Context: an optimization exercise on an open-source flow, tuned for small area. The choices shown serve that exercise and are no tape-out recipe. Where RTL was checked, it was by simulation tests only, not by an equivalence proof against the original. The clock input has no modelled driver; a real chip could not lean on it and would need a root buffer or a full tree. No activity file was given, so power comes from the tool's default toggle rates.

## delta
==> module four_way_traffic_stop, before the edit <==
module four_way_traffic_stop(
    input logic clk, reset, car_north, car_south, car_east, car_west,
    input logic car_north_left, car_south_left, car_east_left, car_west_left,
    output logic [1:0] light_north, light_south, light_east, light_west,
    output logic [1:0] left_north, left_south, left_east, left_west
);
    logic ax, u, v;
    logic [3:0] cnt, cnt_n;
    logic zt;
    assign cnt_n[0] = (~cnt[2] & ~reset);
    assign cnt_n[1] = (~cnt[0] & cnt[2] & ~reset) | (cnt[0] & ~cnt[2] & cnt[3] & ~reset);
    assign cnt_n[2] = ~((cnt[1] & ~reset));
    assign cnt_n[3] = ~((cnt[3] & ~reset));
    assign zt = (cnt[0] & ~cnt[1] & cnt[2] & ~cnt[3]);
    wire cl1 = ax ? car_east_left : car_north_left;
    wire cl2 = ax ? car_west_left : car_south_left;
    wire c1  = ax ? car_east : car_north;
    wire c2  = ax ? car_west : car_south;
    wire nu  = cl2 & (cl1 | c2);
    wire nv  = cl1 & (cl2 | c1);
    always_ff @(posedge clk) begin
        cnt <= cnt_n;
        if (reset) begin
            ax <= 1'b0; u <= 1'b0; v <= 1'b0;
        end else if (zt) begin
            if (!u && !v) begin
                u <= nu; v <= nv;
                if (!(nu | nv)) ax <= ~ax;
            end else begin
                u <= 1'b0; v <= 1'b0; ax <= ~ax;
            end
        end
    end
    traffic_light T_NORTH(clk, reset, ~ax & ~u, light_north);
    traffic_light T_SOUTH(clk, reset, ~ax & ~v, light_south);
    traffic_light T_EAST (clk, reset,  ax & ~u, light_east);
    traffic_light T_WEST (clk, reset,  ax & ~v, light_west);
    traffic_light L_NORTH(clk, reset, ~ax &  v, left_north);
    traffic_light L_SOUTH(clk, reset, ~ax &  u, left_south);
    traffic_light L_EAST (clk, reset,  ax &  v, left_east);
    traffic_light L_WEST (clk, reset,  ax &  u, left_west);
endmodule
==> flow/config.mk <==
export PLATFORM = sky130hd
export DESIGN_NAME = four_way_traffic_stop
export DESIGN_NICKNAME = four_way_traffic_stop
export VERILOG_FILES = /design/flow/design.v
export SDC_FILE = /design/flow/constraint.sdc
export NUM_CORES = 4
export LEC_CHECK = 0
export CAP_MARGIN = 20
export CORE_MARGIN = 2
export CORE_UTILIZATION = 40
export SLEW_MARGIN = 20
==> flow/constraint.sdc <==
create_clock -name core_clock -period 10.0 [get_ports {clk}]
set_input_delay 2.0000 -clock core_clock [delete_from_list [all_inputs] [get_ports {clk}]]
set_output_delay 2.0000 -clock core_clock [all_outputs]
set_load 0.01 [all_outputs]
standard.sh (not shown) runs the stock make flow with config.mk's settings and CLKGATE_MAP_FILE= SYNTH_SCRIPT=/design/flow/synth_recipe.tcl, a recipe that flattens the netlist after the stock synthesis.
==> flow/flow/run.sh <==
#!/bin/bash
# The standard layout (standard.sh) with three changes:
# - synthesis maps with area-oriented ABC scripts, keeping the smallest
#   result (flow/synth.tcl,
#   flow/abc_scripts.txt),
# - each port gets the smallest buffer (buf_1),
# - the clock tree is built without dummy load cells, and without its
#   root buffer, with the flip-flops regrouped among the leaf buffers by
#   position and each leaf buffer sized to its load (flow/post_cts.tcl).
set -euo pipefail
W=$PWD
export AREA_ABC_SCRIPTS=$W/flow/abc_scripts.txt
export AREA_ABC_TMP=$W
export FLOW_SYNTH_TCL=$W/synth_recipe.tcl
export BUFFER_PORTS_ARGS="-buffer_cell sky130_fd_sc_hd__buf_1"
export CTS_ARGS="-sink_clustering_enable -repair_clock_nets -dont_use_dummy_load"
export POST_CTS_TCL=$W/flow/post_cts.tcl
sed "s|SYNTH_SCRIPT=[^ ]*|SYNTH_SCRIPT=$W/flow/synth.tcl|" standard.sh > area_standard.sh
bash area_standard.sh > standard.log 2>&1
Other scripts of this flow, unchanged in this note and not shown: flow/flow/abc_scripts.txt, flow/flow/post_cts.tcl, flow/flow/synth.tcl
Modified inputs, epsilon compared to delta
--- a/flow/design.v
+++ b/flow/design.v
@@ -24,9 +24,9 @@
     logic [3:0] cnt, cnt_n;
     logic zt;
-    assign cnt_n[0] = (~cnt[2] & ~reset);
-    assign cnt_n[1] = (~cnt[0] & cnt[2] & ~reset) | (cnt[0] & ~cnt[2] & cnt[3] & ~reset);
-    assign cnt_n[2] = ~((cnt[1] & ~reset));
-    assign cnt_n[3] = ~((cnt[3] & ~reset));
-    assign zt = (cnt[0] & ~cnt[1] & cnt[2] & ~cnt[3]);
+    assign cnt_n[0] = ~(cnt[1] & ~reset);
+    assign cnt_n[1] = cnt[2] & ~reset;
+    assign cnt_n[2] = ((cnt[0] & ~cnt[1]) | cnt[3]) & ~reset;
+    assign cnt_n[3] = cnt[0] & ~cnt[3] & ~reset;
+    assign zt = ~(cnt[0] | cnt[1] | cnt[2] | cnt[3]);
     wire cl1 = ax ? car_east_left : car_north_left;
     wire cl2 = ax ? car_west_left : car_south_left;
==> results.txt <==
epsilon reached the final stage; the timing, design-rule and antenna checks on its layout passed.
Looking at termination of the worst setup path, the L_EAST.k[1] result is from delta; the T_SOUTH.k[1] one comes from epsilon.
Summary: with delta as the reference, synthesized area in epsilon moved up slightly.
Changes observed in epsilon relative to delta: delay contributed by the slowest stage of the critical path fell 0.04 ns, combinational share of power has increased.
Relative to delta, synthesized cell count has gone up in epsilon.
In terms of utilization, epsilon and delta differ only marginally.
Mean cell area of the mapped netlist, epsilon and delta: larger value in delta

## job 101
The RTL this note starts from:
==> flow/design.v <==
module traffic_light(
    input  logic       clk, reset, start,
    output logic [1:0] light_color
);
    logic [2:0] k, k_n;
    logic [1:0] c_n;
    assign k_n[0] = (k[0] & k[1] & ~reset) | (k[1] & k[2] & start & ~reset);
    assign k_n[1] = (k[1] & ~start & ~reset) | (k[0] & ~k[1] & ~light_color[0] & ~reset) | (k[2] & start & ~reset);
    assign k_n[2] = (k[0] & ~k[1] & ~light_color[0] & ~light_color[1] & ~reset) | (k[2] & ~start & ~reset) | (~k[0] & ~k[1] & start & ~reset);
    assign c_n[0] = ~((~light_color[0] & ~start) | (~k[0] & ~light_color[0]) | (reset) | (k[0] & ~k[1] & light_color[0] & start) | (k[1] & ~light_color[0]) | (light_color[1]));
    assign c_n[1] = (light_color[1] & ~start) | (k[0] & ~k[1] & light_color[0] & start) | (~k[0] & light_color[1]) | (k[1] & light_color[1]) | (reset);
    always_ff @(posedge clk) begin
        k <= k_n;
        light_color <= c_n;
    end
endmodule
module four_way_traffic_stop(
    input logic clk, reset, car_north, car_south, car_east, car_west,
    input logic car_north_left, car_south_left, car_east_left, car_west_left,
    output logic [1:0] light_north, light_south, light_east, light_west,
    output logic [1:0] left_north, left_south, left_east, left_west
);
    logic ax, u, v;
    logic [3:0] cnt, cnt_n;
    logic zt;
    assign cnt_n[0] = ~(cnt[1] & ~reset);
    assign cnt_n[1] = cnt[2] & ~reset;
    assign cnt_n[2] = ((cnt[0] & ~cnt[1]) | cnt[3]) & ~reset;
    assign cnt_n[3] = cnt[0] & ~cnt[3] & ~reset;
    assign zt = ~(cnt[0] | cnt[1] | cnt[2] | cnt[3]);
    wire cl1 = ax ? car_east_left : car_north_left;
    wire cl2 = ax ? car_west_left : car_south_left;
    wire c1  = ax ? car_east : car_north;
    wire c2  = ax ? car_west : car_south;
    wire nu  = cl2 & (cl1 | c2);
    wire nv  = cl1 & (cl2 | c1);
    always_ff @(posedge clk) begin
        cnt <= cnt_n;
        if (reset) begin
            ax <= 1'b0; u <= 1'b0; v <= 1'b0;
        end else if (zt) begin
            if (!u && !v) begin
                u <= nu; v <= nv;
                if (!(nu | nv)) ax <= ~ax;
            end else begin
                u <= 1'b0; v <= 1'b0; ax <= ~ax;
            end
        end
    end
    traffic_light T_NORTH(clk, reset, ~ax & ~u, light_north);
    traffic_light T_SOUTH(clk, reset, ~ax & ~v, light_south);
    traffic_light T_EAST (clk, reset,  ax & ~u, light_east);
    traffic_light T_WEST (clk, reset,  ax & ~v, light_west);
    traffic_light L_NORTH(clk, reset, ~ax &  v, left_north);
    traffic_light L_SOUTH(clk, reset, ~ax &  u, left_south);
    traffic_light L_EAST (clk, reset,  ax &  v, left_east);
    traffic_light L_WEST (clk, reset,  ax &  u, left_west);
endmodule
==> flow/config.mk <==
export PLATFORM = sky130hd
export DESIGN_NAME = four_way_traffic_stop
export DESIGN_NICKNAME = four_way_traffic_stop
export VERILOG_FILES = /design/flow/design.v
export SDC_FILE = /design/flow/constraint.sdc
export NUM_CORES = 4
export LEC_CHECK = 0
export CAP_MARGIN = 20
export CORE_MARGIN = 2
export CORE_UTILIZATION = 40
export SLEW_MARGIN = 20
==> flow/constraint.sdc <==
create_clock -name core_clock -period 10.0 [get_ports {clk}]
set_input_delay 2.0000 -clock core_clock [delete_from_list [all_inputs] [get_ports {clk}]]
set_output_delay 2.0000 -clock core_clock [all_outputs]
set_load 0.01 [all_outputs]
==> flow/flow/run.sh <==
#!/bin/bash
# The standard layout (standard.sh) with three changes:
# - synthesis maps with area-oriented ABC scripts, keeping the smallest
#   result (flow/synth.tcl,
#   flow/abc_scripts.txt),
# - each port gets the smallest buffer (buf_1),
# - the clock tree is built without dummy load cells, and without its
#   root buffer, with leaf buffers sized to their loads (flow/post_cts.tcl).
set -euo pipefail
W=$PWD
export AREA_ABC_SCRIPTS=$W/flow/abc_scripts.txt
export AREA_ABC_TMP=$W
export FLOW_SYNTH_TCL=$W/synth_recipe.tcl
export BUFFER_PORTS_ARGS="-buffer_cell sky130_fd_sc_hd__buf_1"
export CTS_ARGS="-sink_clustering_enable -repair_clock_nets -dont_use_dummy_load"
export POST_CTS_TCL=$W/flow/post_cts.tcl
sed "s|SYNTH_SCRIPT=[^ ]*|SYNTH_SCRIPT=$W/flow/synth.tcl|" standard.sh > area_standard.sh
bash area_standard.sh > standard.log 2>&1
Other scripts of this flow, unchanged in this note and not shown: flow/flow/abc_scripts.txt, flow/flow/post_cts.tcl, flow/flow/synth.tcl
Having completed the whole flow, job 101 delivered a layout that passed the timing, design-rule and antenna checks.
What job 102 does differently from job 101 at the input level:
==> flow/design.v, changed modules only <==
module traffic_light(
    input  logic       clk, reset, start,
    output logic [1:0] light_color
);
    logic [2:0] k, k_n;
    logic [1:0] c_n;
    assign k_n[0] = (k[1] & ~k[2] & start & ~reset) | (k[0] & k[2] & ~start & ~reset) | (k[0] & ~k[2] & light_color[1] & ~reset);
    assign k_n[1] = (~k[0] & ~k[1] & start & ~reset) | (k[1] & ~start & ~reset);
    assign k_n[2] = ~((~k[2] & ~light_color[0] & ~light_color[1] & ~reset) | (k[1] & start & ~reset) | (~k[0] & ~k[2] & ~reset));
    assign c_n[0] = (k[0] & ~k[2] & ~light_color[0] & ~light_color[1] & start & ~reset) | (light_color[0] & ~start & ~reset) | (~k[0] & light_color[0] & ~reset);
    assign c_n[1] = (light_color[1] & ~start) | (k[0] & light_color[0] & start) | (~k[0] & light_color[1]) | (k[2] & light_color[1]) | (reset);
    always_ff @(posedge clk) begin
        k <= k_n;
        light_color <= c_n;
    end
endmodule
[summary]
Job 102 ended up with a lower proportion of layout cells with a drive suffix above 1 than job 101 did.
Wire length of the first global-routing pass shrinks by a few percent when moving from job 101 to job 102.
There was hardly any difference in worst hold slack after final layout between job 102 and job 101.
The time the final worst path needs with I/O delays and setup in job 102 was higher than what job 101 gave.
As of job 102, average wire per cell in the routed design had risen by a little under 10% compared to job 101.
Sequential share of layout area was lower in job 101 than in job 102.
The higher height of the die of job 102 and job 101 is in job 101.
Only the layout flow was run in job 101; the RTL was not checked for function there.

afterwards: timing with drivers on the ports:
The results above use ideal ports. As a check the final layouts listed here were re-extracted and re-timed, cells and wires unchanged.
Step 1 sets driving cells, clkbuf_16 on the clock port and buf_2 on the other inputs (assumed; they add their load-dependent delay and slew).
Step 2 adds t to the input delays and takes it off the output delays; t is the mean of the earliest and latest rising clock arrival at the registers after step 1. Input paths then give back, and output paths get back, about the clock's delay inside the block.
Three values: ideal ports, drivers, drivers and shift; two values: the first two.
run	shift t [ns]	setup WS [ns]	worst setup path at the end	latest minus earliest clock arrival (ns)	slew at the worst register clock pin (ns)
delta	0.197	6.231 / 6.250 / 6.054	input to register	0.023 / 0.023	0.10 / 0.10
epsilon	0.199	6.281 / 6.299 / 6.101	input to register	0.026 / 0.025	0.11 / 0.11
job 101	0.197	6.918 / 6.942 / 6.746	input to register	0.025 / 0.025	0.10 / 0.10
job 102	0.188	6.260 / 6.282 / 6.095	input to register	0.012 / 0.011	0.08 / 0.08
After both steps every run listed still meets setup and hold. The setup slack of epsilon, which loses most, moves by +0.018 ns with the drivers and by -0.180 ns with both steps.
